What follows belongs to an exercise in optimizing a design on an open flow for small area; a production flow would make more cautious choices.
The RTL of this run was laid out without a check of its function.
Power figures rest on the tool's default switching activity, not on a simulated workload.

$ cat flow/config.mk
export PLATFORM = sky130hd
export DESIGN_NAME = EmbeddedReceiver
export DESIGN_NICKNAME = EmbeddedReceiver
export VERILOG_FILES = /design/flow/design.v
export SDC_FILE = /design/flow/constraint.sdc
export NUM_CORES = 4
export LEC_CHECK = 0
export CAP_MARGIN = 20
export CORE_MARGIN = 2
export CORE_UTILIZATION = 40
export SLEW_MARGIN = 20
$ cat flow/constraint.sdc
create_clock -name core_clock -period 8.0 [get_ports {clk_i}]
set_input_delay 1.6000 -clock core_clock [delete_from_list [all_inputs] [get_ports {clk_i}]]
set_output_delay 1.6000 -clock core_clock [all_outputs]
set_load 0.01 [all_outputs]
$ cat flow/design.v
module Decode_3b4b (
      input  [3:0] io_din,
      input   io_comma_in,
      output [2:0] io_dout,
      output  io_error);
  reg [2:0] result;
  reg  error;
  always @ (*) begin
    result = (3'b000);
    error = 1'b0;
    if((! io_comma_in))begin
      case(io_din)
        4'b1011 : begin
          result = (3'b000);
        end
        4'b0100 : begin
          result = (3'b000);
        end
        4'b1001 : begin
          result = (3'b001);
        end
        4'b0101 : begin
          result = (3'b010);
        end
        4'b1100 : begin
          result = (3'b011);
        end
        4'b0011 : begin
          result = (3'b011);
        end
        4'b1101 : begin
          result = (3'b100);
        end
        4'b0010 : begin
          result = (3'b100);
        end
        4'b1010 : begin
          result = (3'b101);
        end
        4'b0110 : begin
          result = (3'b110);
        end
        4'b1110 : begin
          result = (3'b111);
        end
        4'b0001 : begin
          result = (3'b111);
        end
        4'b0111 : begin
          result = (3'b111);
        end
        4'b1000 : begin
          result = (3'b111);
        end
        default : begin
          error = 1'b1;
        end
      endcase
    end else begin
      case(io_din)
        4'b1011 : begin
          result = (3'b000);
        end
        4'b0100 : begin
          result = (3'b000);
        end
        4'b1100 : begin
          result = (3'b011);
        end
        4'b0011 : begin
          result = (3'b011);
        end
        4'b1101 : begin
          result = (3'b100);
        end
        4'b0010 : begin
          result = (3'b100);
        end
        4'b1010 : begin
          result = (3'b101);
        end
        4'b0101 : begin
          result = (3'b101);
        end
        4'b0110 : begin
          result = (3'b110);
        end
        4'b1001 : begin
          result = (3'b110);
        end
        4'b0111 : begin
          result = (3'b111);
        end
        4'b1000 : begin
          result = (3'b111);
        end
        default : begin
          error = 1'b1;
        end
      endcase
    end
  end
  assign io_dout = result;
  assign io_error = error;
endmodule
module Decode_5b6b (
      input  [5:0] io_din,
      output [4:0] io_dout,
      output  io_comma,
      output  io_error);
  reg [4:0] result;
  reg  error;
  reg  comma;
  always @ (*) begin
    result = (5'b00000);
    error = 1'b0;
    comma = 1'b0;
    case(io_din)
      6'b100111 : begin
        result = (5'b00000);
      end
      6'b011000 : begin
        result = (5'b00000);
      end
      6'b011101 : begin
        result = (5'b00001);
      end
      6'b100010 : begin
        result = (5'b00001);
      end
      6'b101101 : begin
        result = (5'b00010);
      end
      6'b010010 : begin
        result = (5'b00010);
      end
      6'b110001 : begin
        result = (5'b00011);
      end
      6'b110101 : begin
        result = (5'b00100);
      end
      6'b001010 : begin
        result = (5'b00100);
      end
      6'b101001 : begin
        result = (5'b00101);
      end
      6'b011001 : begin
        result = (5'b00110);
      end
      6'b111000 : begin
        result = (5'b00111);
      end
      6'b000111 : begin
        result = (5'b00111);
      end
      6'b111001 : begin
        result = (5'b01000);
      end
      6'b000110 : begin
        result = (5'b01000);
      end
      6'b100101 : begin
        result = (5'b01001);
      end
      6'b010101 : begin
        result = (5'b01010);
      end
      6'b110100 : begin
        result = (5'b01011);
      end
      6'b001101 : begin
        result = (5'b01100);
      end
      6'b101100 : begin
        result = (5'b01101);
      end
      6'b011100 : begin
        result = (5'b01110);
      end
      6'b010111 : begin
        result = (5'b01111);
      end
      6'b101000 : begin
        result = (5'b01111);
      end
      6'b011011 : begin
        result = (5'b10000);
      end
      6'b100100 : begin
        result = (5'b10000);
      end
      6'b100011 : begin
        result = (5'b10001);
      end
      6'b010011 : begin
        result = (5'b10010);
      end
      6'b110010 : begin
        result = (5'b10011);
      end
      6'b001011 : begin
        result = (5'b10100);
      end
      6'b101010 : begin
        result = (5'b10101);
      end
      6'b011010 : begin
        result = (5'b10110);
      end
      6'b111010 : begin
        result = (5'b10111);
      end
      6'b000101 : begin
        result = (5'b10111);
      end
      6'b110011 : begin
        result = (5'b11000);
      end
      6'b001100 : begin
        result = (5'b11000);
      end
      6'b100110 : begin
        result = (5'b11001);
      end
      6'b010110 : begin
        result = (5'b11010);
      end
      6'b110110 : begin
        result = (5'b11011);
      end
      6'b001001 : begin
        result = (5'b11011);
      end
      6'b001110 : begin
        result = (5'b11100);
      end
      6'b101110 : begin
        result = (5'b11101);
      end
      6'b010001 : begin
        result = (5'b11101);
      end
      6'b011110 : begin
        result = (5'b11110);
      end
      6'b100001 : begin
        result = (5'b11110);
      end
      6'b101011 : begin
        result = (5'b11111);
      end
      6'b010100 : begin
        result = (5'b11111);
      end
      6'b001111 : begin
        result = (5'b11100);
        comma = 1'b1;
      end
      6'b110000 : begin
        result = (5'b11100);
        comma = 1'b1;
      end
      default : begin
        error = 1'b1;
      end
    endcase
  end
  assign io_dout = result;
  assign io_error = error;
  assign io_comma = comma;
endmodule
module Decode_8b10b (
      input  [9:0] io_din,
      output  io_comma,
      output reg [7:0] io_dout,
      output  io_error);
  wire [3:0] _zz_1_;
  wire [5:0] _zz_2_;
  wire [2:0] decode_3b4b_1__io_dout;
  wire  decode_3b4b_1__io_error;
  wire [4:0] decode_5b6b_1__io_dout;
  wire  decode_5b6b_1__io_comma;
  wire  decode_5b6b_1__io_error;
  Decode_3b4b decode_3b4b_1_ ( 
    .io_din(_zz_1_),
    .io_comma_in(io_comma),
    .io_dout(decode_3b4b_1__io_dout),
    .io_error(decode_3b4b_1__io_error) 
  );
  Decode_5b6b decode_5b6b_1_ ( 
    .io_din(_zz_2_),
    .io_dout(decode_5b6b_1__io_dout),
    .io_comma(decode_5b6b_1__io_comma),
    .io_error(decode_5b6b_1__io_error) 
  );
  assign _zz_2_ = io_din[9 : 4];
  assign io_comma = decode_5b6b_1__io_comma;
  assign _zz_1_ = io_din[3 : 0];
  always @ (*) begin
    io_dout[7 : 5] = decode_3b4b_1__io_dout;
    io_dout[4 : 0] = decode_5b6b_1__io_dout;
  end
  assign io_error = (decode_5b6b_1__io_error || decode_3b4b_1__io_error);
endmodule
module crc_calc #(
  parameter bit [63 : 0] POLY       = 64'h8005,
  parameter int          CRC_SIZE   = 16,
  parameter int          DATA_WIDTH = 8,
  parameter bit [63 : 0] INIT       = 64'h0000,
  parameter int          REF_IN     = 0,
  parameter int          REF_OUT    = 0,
  parameter bit [63 : 0] XOR_OUT    = 64'h0  
)(
  input                       clk_i,
  input                       rst_i,
  input                       soft_reset_i,
  input                       valid_i,
  input  [DATA_WIDTH - 1 : 0] data_i,
  output [CRC_SIZE - 1 : 0]   crc_o
);
logic [CRC_SIZE - 1 : 0] crc;
logic [CRC_SIZE - 1 : 0] crc_next;
logic [CRC_SIZE - 1 : 0] crc_prev;
always_ff @( posedge clk_i )
  if( rst_i )
    crc <= INIT[CRC_SIZE - 1 : 0];
  else
    if( soft_reset_i )
      crc <= INIT[CRC_SIZE - 1 : 0];
    else
      if( valid_i )
        crc <= crc_next;
assign crc_o = crc ^ XOR_OUT[CRC_SIZE - 1 : 0];
generate
  if( REF_OUT == 1 )
    if( REF_IN == 1 )
      begin : ref_out_ref_in
        always_comb
          begin
            crc_next = crc;
            crc_prev = crc;
            for( int i = 0 ; i < DATA_WIDTH; i++ )
              begin
                crc_next[CRC_SIZE - 1] = crc_prev[0] ^ data_i[i];
                for( int j = 1; j < CRC_SIZE; j++ )
                  if( POLY[j] )
                    crc_next[CRC_SIZE - 1 - j] = crc_prev[CRC_SIZE - j] ^ crc_prev[0] ^ data_i[i];
                  else
                    crc_next[CRC_SIZE - 1 - j] = crc_prev[CRC_SIZE - j]; 
                 crc_prev = crc_next;
              end
          end
      end
    else
      begin : ref_out_n_ref_in
        always_comb
          begin
            crc_next = crc;
            crc_prev = crc;
            for( int i = 0; i < DATA_WIDTH; i++ )
              begin
                crc_next[0] = crc_prev[CRC_SIZE - 1] ^ data_i[i];
                for( int j = 1; j < CRC_SIZE; j++ )
                  if( POLY[j] )
                    crc_next[j] = crc_prev[j - 1] ^ crc_prev[CRC_SIZE - 1] ^ data_i[i];
                  else
                    crc_next[j] = crc_prev[j - 1];
                crc_prev = crc_next;
              end
          end
      end
  else
    if( REF_IN == 1 )
      begin : n_ref_out_ref_in
        always_comb
          begin
            crc_next = crc;
            crc_prev = crc;
            for( int i = 0; i < DATA_WIDTH; i ++ )
              begin
                crc_next[CRC_SIZE - 1] = crc_prev[0] ^ data_i[ DATA_WIDTH - 1 - i];
                for( int j = 1; j < CRC_SIZE; j++ )
                  if( POLY[j] )
                    crc_next[CRC_SIZE - 1 - j] = crc_prev[CRC_SIZE - j] ^ crc_prev[0] ^ data_i[DATA_WIDTH - 1 - i];
                  else
                    crc_next[CRC_SIZE - 1 - j] = crc_prev[CRC_SIZE - j];
                crc_prev = crc_next;
              end
          end
      end
    else
      begin : n_ref_out_n_ref_in
        always_comb
          begin
            crc_next = crc;
            crc_prev = crc;
            for( int i = 0; i < DATA_WIDTH; i ++ )
              begin
                crc_next[0] = crc_prev[CRC_SIZE - 1] ^ data_i[DATA_WIDTH - 1 - i];
                for( int j = 1; j < CRC_SIZE; j++ )
                  if( POLY[j] )
                    crc_next[j] = crc_prev[j - 1] ^ crc_prev[CRC_SIZE - 1] ^ data_i[DATA_WIDTH - 1 - i];
                  else
                    crc_next[j] = crc_prev[j - 1];
                crc_prev = crc_next;
              end
          end
      end
endgenerate
endmodule
module AlexanderDetectorSync(
    input  logic clk,
    input  logic reset,      
    input  logic bit_clk,
    input  logic din,        
    output logic early,     
    output logic late,      
    output logic dout       
);
    logic ff1;
    logic ff2;
    logic ff3;
    logic ff4;
    logic bit_clk_delayed;
    logic bit_tick_rise;
    logic bit_tick_fall;
    always_ff @(posedge clk) begin
        if (reset == 1)
            bit_clk_delayed <= 0;
        else
            bit_clk_delayed <= bit_clk;
    end
    assign bit_tick_rise = bit_clk & !bit_clk_delayed;
    assign bit_tick_fall = !bit_clk & bit_clk_delayed;
    always_ff @(posedge clk) begin
        if (reset == 1) begin
            ff1 <= 0;
            ff2 <= 0;
            ff3 <= 0;
            ff4 <= 0;
        end else begin
        if (bit_tick_rise == 1) begin
            ff1 <= din;
            ff2 <= ff1;
            ff4 <= ff3; 
        end
        if (bit_tick_fall == 1)
            ff3 <= din; 
        end
    end
    assign late  = ff2 ^ ff4;
    assign early = ff1 ^ ff4;
    assign dout  = ff2;
endmodule
module CDR_10b_8b #(
    parameter int Ki =     2,
    parameter int Kp =   500,
    parameter int K0 = 335544
)(
    input logic clk,                 
    input logic reset,               
    input logic serial_i,            
    output logic word_tick_o,        
    output logic [7:0] data_o,       
    output logic comma_o,            
    output logic error_o,            
	 output logic sampling_clk_o      
);
    assign sampling_clk_o = sampling_clk;
    logic [1:0] data_sync;
    always_ff @(posedge clk) begin
        data_sync[0] <= serial_i;
        data_sync[1] <= data_sync[0]; 
    end
    logic sampling_clk;
    logic early;
    logic late;
    logic bits;
	 logic phase_det_ref;
    AlexanderDetectorSync alexanderDetector(
        .clk(clk),
        .reset(reset),
        .bit_clk(sampling_clk),
        .din(data_sync[1]),
        .early(early),
        .late(late),
        .dout(bits)
    );
    logic unsigned [23:0] phase;
    logic unsigned [23:0] frequency;
    always_ff @(posedge clk) begin
        if(reset == 1)
            phase <= 0;
        else
            phase <= phase + frequency;
    end
	 logic sampling_tick;
	 assign sampling_clk = phase[23];
    logic signed [23:0] integral_reg;
    always_ff @(posedge clk) begin
        if (reset == 1)
            integral_reg <= 0;
        else begin
            if (early == 1)
                integral_reg <= integral_reg - 24'(Ki);
            else if (late == 1)
                integral_reg <= integral_reg + 24'(Ki);
        end
    end
    always_comb begin
        frequency = unsigned'(24'(K0)+integral_reg);
        if (early == 1)
            frequency = unsigned'(24'(24'(K0) - 24'(Kp) + integral_reg));
        else if (late == 1)
            frequency = unsigned'(24'(24'(K0) + 24'(Kp) + integral_reg));
    end
	 logic sampling_clk_delayed;
	 always_ff @(posedge clk) begin
        if (reset == 1)
            sampling_clk_delayed <= 0;
        else
            sampling_clk_delayed <= sampling_clk;
	 end
	 assign sampling_tick = sampling_clk & (! sampling_clk_delayed);
	 logic [9:0] shift_reg_d, shift_reg_q, result_d, result_q;
	 logic unsigned [3:0] bit_counter_d, bit_counter_q;
	 logic comma_detected;
	 always_ff @(posedge clk) begin
	     if (reset == 1) begin
		      shift_reg_q   <= 'd0;
				result_q      <= 'd0;
				bit_counter_q <= 'd0;
		  end else begin
		      shift_reg_q   <= shift_reg_d;
				bit_counter_q <= bit_counter_d;
				result_q      <= result_d;
		  end
	 end
	 always_comb begin
	     bit_counter_d  = bit_counter_q;
		  result_d       = result_q;
		  shift_reg_d    = shift_reg_q;
		  if (sampling_tick) begin
		      if ((bit_counter_q == 9) | (shift_reg_q == 10'h0f9) | (shift_reg_q == 10'h306)) begin
                bit_counter_d  = 0;
                result_d  = shift_reg_q;
            end else begin
                bit_counter_d  = bit_counter_q + 1;
			   end
				shift_reg_d[9]     = bits;
            shift_reg_d[8:0]   = shift_reg_q[9:1];
		  end
	 end
    logic word_tick_delayed;
    logic word_tick;
    always_ff @(posedge clk) begin
        word_tick_delayed <= (bit_counter_q == 0);
    end
    assign word_tick = (bit_counter_q == 0) & !word_tick_delayed;
    logic error;
    logic comma;
	 logic [7:0] data;
    Decode_8b10b decoder(
      .io_din(result_q),
      .io_comma(comma),
      .io_dout(data),
      .io_error(error)
    );
	 always_ff @(posedge clk) begin
	     word_tick_o <= word_tick;
	     error_o <= error;
		  data_o <= data;
		  comma_o <= comma;
	 end
endmodule
typedef struct packed
{
    logic [  7:0] payload_type;
    logic [127:0] data;
} payload_t;
typedef struct packed
{
    logic unsigned [63:0] pulse_id;
    logic          [63:0] empty;
} pulse_id_t;
typedef struct packed
{
    logic           [ 7:0] board;
    logic           [ 7:0] channel;
    logic           [ 7:0] status;
	 logic unsigned [31:0] delay;
     logic unsigned [31:0] length;
	 logic unsigned [ 7:0] divider;
	 logic unsigned [ 7:0] modulus;
	 logic          [23:0] empty;
} delay_data_t;
typedef struct packed
{
    payload_t    payload;
    logic [15:0] crc;
} frame_t;
module FrameReceiver (
    input logic                         clk,
    input logic                         reset,
    input logic                         word_tick_i,  
    input logic                         comma_i,      
    input logic [7:0]                   data_i,       
    input logic                         error_i,      
    output logic                        frame_tick_o,  
    output logic [136-1:0] payload_o,     
    output logic                        error_o        
);
    logic  input_valid;
    assign input_valid = !comma_i & !error_i;
    frame_t frame;
    localparam NUM_BITS_COUNTER = $clog2(152/8);  
    logic unsigned [NUM_BITS_COUNTER-1:0] byte_counter;
    logic enable_frame_register;          
    logic reset_frame_register;
    logic frame_ready;                    
    always_ff @(posedge clk) begin
        if (reset_frame_register == 1) begin      
            byte_counter <= 0;
        end else if ((enable_frame_register == 1) & (word_tick_i == 1)) begin
            byte_counter <= byte_counter + 1;   
            frame[(152-byte_counter*8-1)-:8] <= data_i;   
        end
    end
    assign frame_ready = (byte_counter >= NUM_BITS_COUNTER'(152/8));
    logic [15:0] crc;
    crc_calc #(
        .POLY(64'h8005),
        .CRC_SIZE(16),
        .DATA_WIDTH(8),
        .INIT(64'h0000),
        .REF_IN(0),
        .REF_OUT(0),
        .XOR_OUT(64'h0)
    ) crc_calculator(
		  .clk_i(clk),
        .rst_i(reset),
        .soft_reset_i(reset_frame_register),
		  .valid_i(enable_frame_register & word_tick_i),
        .data_i(data_i),
        .crc_o(crc)
    );
    logic frame_valid;
    assign frame_valid = (crc == 0);
    payload_t payload_reg;
    logic register_payload;
    always_ff @(posedge clk) begin
        if (register_payload == 1)
            payload_reg <= frame.payload;
        if (reset == 1)
            payload_reg.payload_type <= 8'h00;
    end
    assign payload_o = payload_reg;
    typedef enum logic [2:0] {
        CLEAR,           
        WAIT_FREAME,     
        VALIDATE,        
        ACCEPT,          
        FRAME_TICK,      
        WAIT_COMMA       
    } state_t;
    state_t state_d, state_q;
    always_comb begin
        state_d = state_q;
        case (state_q)
            CLEAR:
                if (input_valid == 1)
                    state_d = WAIT_FREAME;
            WAIT_FREAME: 
                if (frame_ready == 1) 
                    state_d = VALIDATE;
            VALIDATE: 
                if (frame_valid == 1)
                    state_d = ACCEPT;
                else 
                    state_d = CLEAR;
            ACCEPT:
                state_d = FRAME_TICK;
            FRAME_TICK:
                state_d = WAIT_COMMA;
            WAIT_COMMA:
                if (input_valid == 0)
                    state_d = CLEAR;
            default: state_d = CLEAR;
        endcase
    end
    always_ff @(posedge clk) begin
        if (reset == 1)
            state_q <= CLEAR;
        else
            state_q <= state_d;
    end
    assign reset_frame_register  = (state_q == CLEAR) & (input_valid == 0);
    assign enable_frame_register = ((state_q == WAIT_FREAME) | (state_q == CLEAR)) & (input_valid == 1);
    assign frame_tick_o          = (state_q == FRAME_TICK);
    assign register_payload      = (state_q == ACCEPT);
    assign error_o               = (state_q == VALIDATE) & (frame_valid == 0);
endmodule
module LongDivision #(parameter WIDTH=5) (  
    input wire logic clk,               
    input wire logic rst,               
    input wire logic start,             
    output     logic busy,              
    output     logic done,              
    output     logic valid,             
    output     logic dbz,               
    input wire logic [WIDTH-1:0] a,     
    input wire logic [WIDTH-1:0] b,     
    output     logic [WIDTH-1:0] val,   
    output     logic [WIDTH-1:0] rem    
    );
    logic [WIDTH-1:0] b1;              
    logic [WIDTH-1:0] quo, quo_next;   
    logic [WIDTH:0] acc, acc_next;     
    logic [$clog2(WIDTH)-1:0] i;       
    always_comb begin
        if (acc >= {1'b0, b1}) begin
            acc_next = acc - b1;
            {acc_next, quo_next} = {acc_next[WIDTH-1:0], quo, 1'b1};
        end else begin
            {acc_next, quo_next} = {acc, quo} << 1;
        end
    end
    always_ff @(posedge clk) begin
        done <= 0;
        if (start) begin
            valid <= 0;
            i <= 0;
            if (b == 0) begin   
                busy <= 0;
                done <= 1;
                dbz <= 1;
            end else begin
                busy <= 1;
                dbz <= 0;
                b1 <= b;
                {acc, quo} <= {{WIDTH{1'b0}}, a, 1'b0};   
            end
        end else if (busy) begin
            if (7'(i) == 7'(WIDTH-1)) begin   
                busy <= 0;
                done <= 1;
                valid <= 1;
                val <= quo_next;
                rem <= acc_next[WIDTH:1];   
            end else begin   
                i <= i + 1;
                acc <= acc_next;
                quo <= quo_next;
            end
        end
        if (rst) begin
            busy <= 0;
            done <= 0;
            valid <= 0;
            dbz <= 0;
            val <= 0;
            rem <= 0;
        end
    end
endmodule
module Delay(
    input  logic clk_i,      
    input  logic reset_i,    
    input  strobe_i,         
    output strobe_o,         
    input logic unsigned [31:0] delay  
);
    typedef enum logic{
        READY,
        COUNT
    } state_t;
    state_t state_d, state_q;
    logic unsigned [31:0] counter_d, counter_q;
    always_ff @(posedge clk_i) begin
        if (reset_i == 1) begin
            state_q   <= READY;
            counter_q <= 'd0;
        end else begin
            state_q   <= state_d;
            counter_q <= counter_d;
        end
    end
    always_comb begin
        state_d   = state_q;
        counter_d = 'd0;
        case (state_q)
            READY: if (strobe_i == 1) state_d = COUNT;
            COUNT: 
                if (counter_q < delay) begin
                    counter_d = counter_q + 'd1;
                end else begin
                    state_d = READY;
                end
        endcase
    end
    assign strobe_o = (counter_q == delay);
endmodule
module Trigger #(
        parameter int board_number   = 1,        
        parameter int channel_number = 1         
    )(
        input logic                         clk,             
        input logic                         reset,           
        input logic [136-1:0]  payload_i,       
        input logic                         frame_tick_i,    
        output logic                        pulse_o          
    );
    logic trigger;
    payload_t payload;
    assign payload = payload_i;
    delay_data_t delay_data, delay_data_reg;
    assign delay_data = payload.data;
    always_ff @(posedge clk) begin
	     if (reset == 1)
		      delay_data_reg <= '0;
	     else if ((frame_tick_i) & (payload.payload_type == 8'd2))
		      if ((delay_data.board == 8'(unsigned'(board_number))) & (delay_data.channel == 8'(unsigned'(channel_number))))
                delay_data_reg <= delay_data;
    end
    logic unsigned [32-1:0]  delay1,  delay2;
    logic unsigned [32-1:0] length1, length2;
    logic unsigned [8-1:0] modulus;
    logic unsigned [8-1:0] divider;
    logic after_delay1, after_delay2, after_length1, after_length2;
    assign delay1 = (delay_data_reg.delay >> 1) + 32'(delay_data_reg.delay[0]);
    assign delay2 = (delay_data_reg.delay >> 1);
    assign length1 = (delay_data_reg.length >> 1) + 32'(delay_data_reg.length[0]);
    assign length2 = (delay_data_reg.length >> 1);
    assign modulus = delay_data_reg.modulus;
    assign divider = delay_data_reg.divider;
    logic unsigned [63:0] pulse_id;
    assign pulse_id = payload.data[63:0];
    logic pulse_id_tick;
    assign pulse_id_tick = frame_tick_i & (payload.payload_type == 8'h01); 
    logic division_done;
    logic unsigned [63:0] reminder;
    logic unsigned [7:0] reminder_reg;
	 logic unsigned [63:0] pulse_id_reg;
	 logic pulse_id_tick_delayed;
	 always_ff @(posedge clk) begin
        if (pulse_id_tick) pulse_id_reg <= pulse_id + 1;
		  if (reset == 1)
		      pulse_id_tick_delayed <= 1'b0;
		  else
		      pulse_id_tick_delayed <= pulse_id_tick;
    end
    LongDivision #(.WIDTH(64)) division (  
        .clk(clk),
        .rst(reset),             
        .start(pulse_id_tick_delayed),    
        .busy(),                  
        .done(division_done),     
        .valid(),                 
        .dbz(),                   
        .a(pulse_id_reg),             
        .b(64'(divider)),         
        .val(),                   
        .rem(reminder)            
    );
    always_ff @(posedge clk) begin
        if (reset == 1)
            reminder_reg <= 8'd0;
        else if (division_done) reminder_reg <= reminder[7:0];
    end
    assign trigger = pulse_id_tick & (reminder_reg == modulus);
    Delay delay_gen_1(
        .clk_i(clk),
        .reset_i(reset),
        .strobe_i(trigger & delay_data_reg.status[0]),
        .strobe_o(after_delay1),
        .delay(delay1)
    );
    Delay delay_gen_2(
        .clk_i(clk),
        .reset_i(reset),
        .strobe_i(after_delay1),
        .strobe_o(after_delay2),
        .delay(delay2)
    );
    Delay length_gen_1(
        .clk_i(clk),
        .reset_i(reset),
        .strobe_i(after_delay2),
        .strobe_o(after_length1),
        .delay(length1)
    );
    Delay length_gen_2(
        .clk_i(clk),
        .reset_i(reset),
        .strobe_i(after_length1),
        .strobe_o(after_length2),
        .delay(length2)
    );
    always_ff @(posedge clk) begin
        if (reset == 1) begin
            pulse_o <= 0;
        end else begin
            if (after_delay2  == 1) pulse_o <= 1;
            if (after_length2 == 1) pulse_o <= 0;
        end
    end
endmodule
module EmbeddedReceiver #(
        parameter int   board   = 2,        
        parameter int Ki =     2,
        parameter int Kp =   500,
        parameter int K0 = 335544
    )(
        input logic         clk_i,         
        input logic         reset_i,       
        input logic         data_i,        
        output logic        error_o,       
        output logic        trigger_o,     
        output logic [63:0] pulse_id_o     
    );
    logic word_tick;
    logic comma;
    logic frame_tick;
    logic sampling_tick;  
    logic [7:0] data_decoded;
    payload_t payload_frame_receiver;
	 logic error_8b10b;
	 logic error_crc;
    CDR_10b_8b #(
        .Ki(Ki),         
        .Kp(Kp),            
		  .K0(K0)   
    ) cdr_10b_8b (
        .clk(clk_i),                 
        .reset(reset_i),             
        .serial_i(data_i),           
        .word_tick_o(word_tick),     
        .data_o(data_decoded),       
        .comma_o(comma),             
        .error_o(error_8b10b),        
		  .sampling_clk_o (sampling_tick)
    );
    FrameReceiver FrameReceiver (
        .clk(clk_i),
        .reset(reset_i),
        .word_tick_i(word_tick),         
        .comma_i(comma),                 
        .data_i(data_decoded),           
        .error_i(error_8b10b),           
        .frame_tick_o(frame_tick),       
        .payload_o(payload_frame_receiver),             
        .error_o(error_crc)              
    );
    Trigger #(
        .board_number(board),
        .channel_number(1)
    ) trigger_1 (
        .clk(clk_i),
        .reset(reset_i),
        .frame_tick_i(frame_tick),
        .payload_i(payload_frame_receiver),
        .pulse_o(trigger_o)
    );
    payload_t payload_reg;
    always_ff @(posedge clk_i) begin
        if (reset_i == 1)
            payload_reg <= '0;
        else if (payload_frame_receiver.payload_type == 8'h01)
            payload_reg <= payload_frame_receiver;
    end
    assign pulse_id_o = payload_reg.data[63:0];
	 assign error_o = error_8b10b | error_crc;
endmodule
$ cat flow/run.sh
#!/bin/bash
# synth_recipe.tcl (not shown) runs the flow's synth.tcl, then flattens the netlist and writes it again
# the make line also repeats each setting of config.mk as NAME=value (left out here)
make -C /OpenROAD-flow-scripts/flow DESIGN_CONFIG=/design/flow/config.mk WORK_HOME=/design/flow/orfs CLKGATE_MAP_FILE= SYNTH_SCRIPT=/design/flow/synth_recipe.tcl finish
==> results.txt <==
Yosys cell counts, types with 11 or more instances:
cell / number
or2_2: 15
o21ai_0: 98
nor4_1: 37
xnor2_1: 229
nand4_1: 89
or3_1: 26
o211ai_1: 15
nand3_1: 142
and2_1: 14
dfxtp_1: 439
a211oi_1: 23
mux2i_1: 104
a21o_1: 62
o21a_1: 18
o22ai_1: 12
or4_1: 14
nor2_1: 476
nor4b_1: 12
edfxtp_1: 451
buf_1: 11
ha_1: 216
nor3_1: 82
xor2_1: 166
and3_1: 62
clkbuf_1: 149
nand2b_1: 20
and4_1: 14
nor2b_1: 35
mux2_2: 195
a31oi_1: 14
a21oi_1: 230
inv_1: 135
nand2_1: 435
logic make-up (layout without fill, tap and decap cells):
group / after synthesis / count (layout)
and+or+nand+nor: 1504 / 1504
muxes: 303 / 303
DFF: 890 / 890
adders and majority gates: 222 / 222
AOI/OAI and AO/OA: 562 / 562
xor gates and xnor gates: 395 / 395
buffers and inverters: 307 / 416
worst paths after layout:
path	from	endpoint	slack, ns	cells after the start
worst max-delay path	FrameReceiver.byte_counter[2]$_SDFFE_PP0P_	FrameReceiver.frame[44]$_DFFE_PP_	3.07	12
worst min-delay path	cdr_10b_8b.data[3]$_DFF_P_	cdr_10b_8b.data_o[3]$_DFF_P_	0.33	0
worst max register to register	FrameReceiver.byte_counter[2]$_SDFFE_PP0P_	FrameReceiver.frame[44]$_DFFE_PP_	3.07	12
worst min register to register	cdr_10b_8b.data[3]$_DFF_P_	cdr_10b_8b.data_o[3]$_DFF_P_	0.33	0
metal layers:
layer / global-route usage / up-vias / wire (um)
met4: 0.0521 / 0 / 2370
met1: 0.230 / 14300 / 44700
met2: 0.280 / 459 / 44700
met3: 0.0236 / 149 / 3260
li1: - / 15000 / -
met5: 0 / - / 0
layout make-up:
cell class | instances | area [um^2]
clock inverter | 53 | 543
tap | 1414 | 1770
sequential | 890 | 22300
clock buffer | 122 | 2550
fill | 10200 | 59700
inverter | 140 | 533
multi-input combinational | 2986 | 20100
timing repair buffer | 101 | 946
power groups by stage:
stage / clock network [mW] / registers [mW] / logic (mW)
after CTS: 4.49 / 4.78 / 0.246
after global placement: 0 / 4.88 / 0.243
after floorplan: 0 / 4.88 / 0.201
after detailed placement: 0 / 4.88 / 0.244
final: 4.36 / 4.78 / 0.247
after global routing: 4.67 / 4.78 / 0.281
==> metrics.md <==
| Metric | Value |
|---|---|
| Clock Tree Buf Depth | `3` |
| Fin cells | `about 5.7k` |
| Psw | `around 2 mW` |
| H-tree levels | `3` |
| Clk sinks | `between 800 and 900` |
| Xor and xnor area share after synthesis | `0.0795` |
| First DRT Iteration DRCs | `1,802` |
| Clk slew on worst S/H paths | `0.06 ns` |
| Number of global-route vias before repair | `around 29k` |
| Adder-Cell Fraction of Synth Area | `0.0642` |
| Maximum vdd drop | `about 0.14 mV` |
| Core area | `108,000 um^2` |
| Die area | `~110,000 um^2` |
| Cell variety after synth | `80` |
| Utilization after layout | `0.450` |
| Sequential element share of the synthesized area | `0.513` |
| Crit path cell chain | `inv_1, ha_1, or4_1, nand2b_1, ha_1, nor4b_1, nand4_1, xor2_1, or4_1, nor3_1, nand2_1, mux2_2` |
| Routed wire length | `~95 mm` |
| # setup viols final | `0` |
| GRT Total Usage | `0.169` |
| Top cells by area, synth | `edfxtp_1 (31%), dfxtp_1 (20%), ha_1 (6.2%), mux2_2 (5.0%), xnor2_1 (4.6%)` |
| N_diodes | `0` |
| Sw Ratio | `0.213` |
| Max-cap violations | `0` |
| Part of the cycle the worst path needs | `0.616` |
| Top delay family on crit path | `simple AND/OR/NAND/NOR gates` |
| Combinational fraction of design power | `0.026` |
| Drt first pass iters | `5` |
| Seq pwr share | `0.509` |
| Final WS setup | `approximately 3 ns` |
| CP max stage cell | `or4_1` |
| Critical path's largest stage delay | `roughly 0.60 ns` |
| Initial Util | `0.402` |
| EDFF count, synth | `between 400 and 500` |
| Synthesis Warnings | `11` |
| Hold_ws | `0.327 ns` |
| Multiplexer share of the synthesized area | `0.0754` |
| Clk pwr share | `0.464` |
| Detailed-route via count | `29.9k` |
| Worst-margin pin slew | `1.08 ns` |
| Fin. Hold Viols | `0` |
| Critical Path AT | `roughly 5.3 ns` |
| Worst Path Max Fanout | `9` |
| Critical Path RT | `8.41 ns` |
| Unrepaired setup endpoints after global routing | `false` |
| Worst setup SP type | `flop` |
| Syn nets | `about 4.4k` |
| Outcome | `no timing/DRC/antenna violations` |
| Mapped Cells | `roughly 4.2k` |
| Largest family of logic cells by synthesized area | `simple AND/OR/NAND/NOR gates` |
| Clock latency on the worst-skew pair | `around 0.67 ns` |
| Routed Antenna Nets | `0` |
| Postcts setup bufs | `0` |
| Post-Syn Area | `43,500 um^2` |
| Buffers added on ports | `68` |
| F_max | `0.203 GHz` |
| Place WS | `a little over 3 ns` |
| Row cnt | `between 100 and 150` |
| Pleak | `approximately 17 nW` |
| Initial antenna violation count | `1` |
| Critical path type | `reg -> reg` |
| Area grow syn2layout | `12.0%` |
| PD cells | `approximately 190 nW/um^2` |
| Int Power | `7.39 mW` |
| Pwr Total | `approximately 9.4 mW` |
| TritonCTS buffer count | `between 90 and 100` |
| Placed inst area | `about 46,000 um^2` |
| Main synth FF type | `edfxtp_1` |
| Share of post-route cells with drive strength above 1 | `0.0958` |
| Final Skew | `between 0.02 and 0.03 ns` |
| Worst path buffer plus inverter count | `1` |
| Resized Gates After CTS | `0` |
| Post-synthesis async set-or-reset flop share | `0` |
| Leading area contributor after synthesis | `edfxtp_1` |
| Commonest non-fill, non-tap cell in the layout | `nor2_1` |
| DIE WIDTH | `334 um` |
| Slew HR | `0.280` |
| Most frequent cells in the layout | `nor2_1 (475), edfxtp_1 (451), dfxtp_1 (438)` |
| Average wire per standard cell | `between 15 and 20 um` |
| Placer Congestion | `between 0.8 and 0.9` |
| Top cell type's share of synthesized area | `0.311` |
| Post-route cell area | `48,700 um^2` |
| Slew Viols, Final | `0` |
| Syn avg cell area | `10.4 um^2` |
| Min Tclk post-route | `around 5 ns` |
| Area share of and/or/nand/nor cells after synthesis | `0.161` |
| Largest net degree at the start of global routing | `145` |
| Die Y | `334 um` |
| Boundary Pins | `69` |
| Seq cells post-synth | `roughly 900` |
| Hold crit path type | `reg -> reg` |
| Hold-fix buffers, CTS | `0` |
| DRC | `0` |
| Total congestion overflow | `0` |
| Via/cell ratio | `5.24` |
| CP Capture Type | `flop` |
| First-pass GRT wire length | `between 150 and 200 mm` |
| CTS tree | `built` |
| Clock root buffer | `clkbuf_16` |
| Final setup TNS | `0 ns` |
| Synth Area in Compound Gates | `0.0795` |
| Cells after DPL | `approximately 5.5k` |
| Final #Nets | `4,435` |
| DP HPWL | `~64 mm` |

[separate check: timing with driven ports]
In the flow no input, the clock included, has a driving cell. The finished layout below was timed again as built, in two steps.
Step 1, drivers: a clkbuf_16 drives clk_i and a buf_2 each remaining input, both assumed.
Step 2 times the ports against the registers' clock, not the clock port: input delays grow and output delays shrink by t, the midpoint of the rising clock arrivals with the driver on.
Three values: no drivers, after step 1, after step 2; two values: the first two.
t, ns: 0.724
setup WS [ns]: 3.069 / 3.069 / 3.069
hold WS [ns]: 0.327 / 0.327 / 0.327
worst register clock-pin slew, ns: 0.07 / 0.07
After both steps setup and hold are still met in this run. For this run, drivers alone change the setup slack by 0.000 ns; drivers and shift together by 0.000 ns.
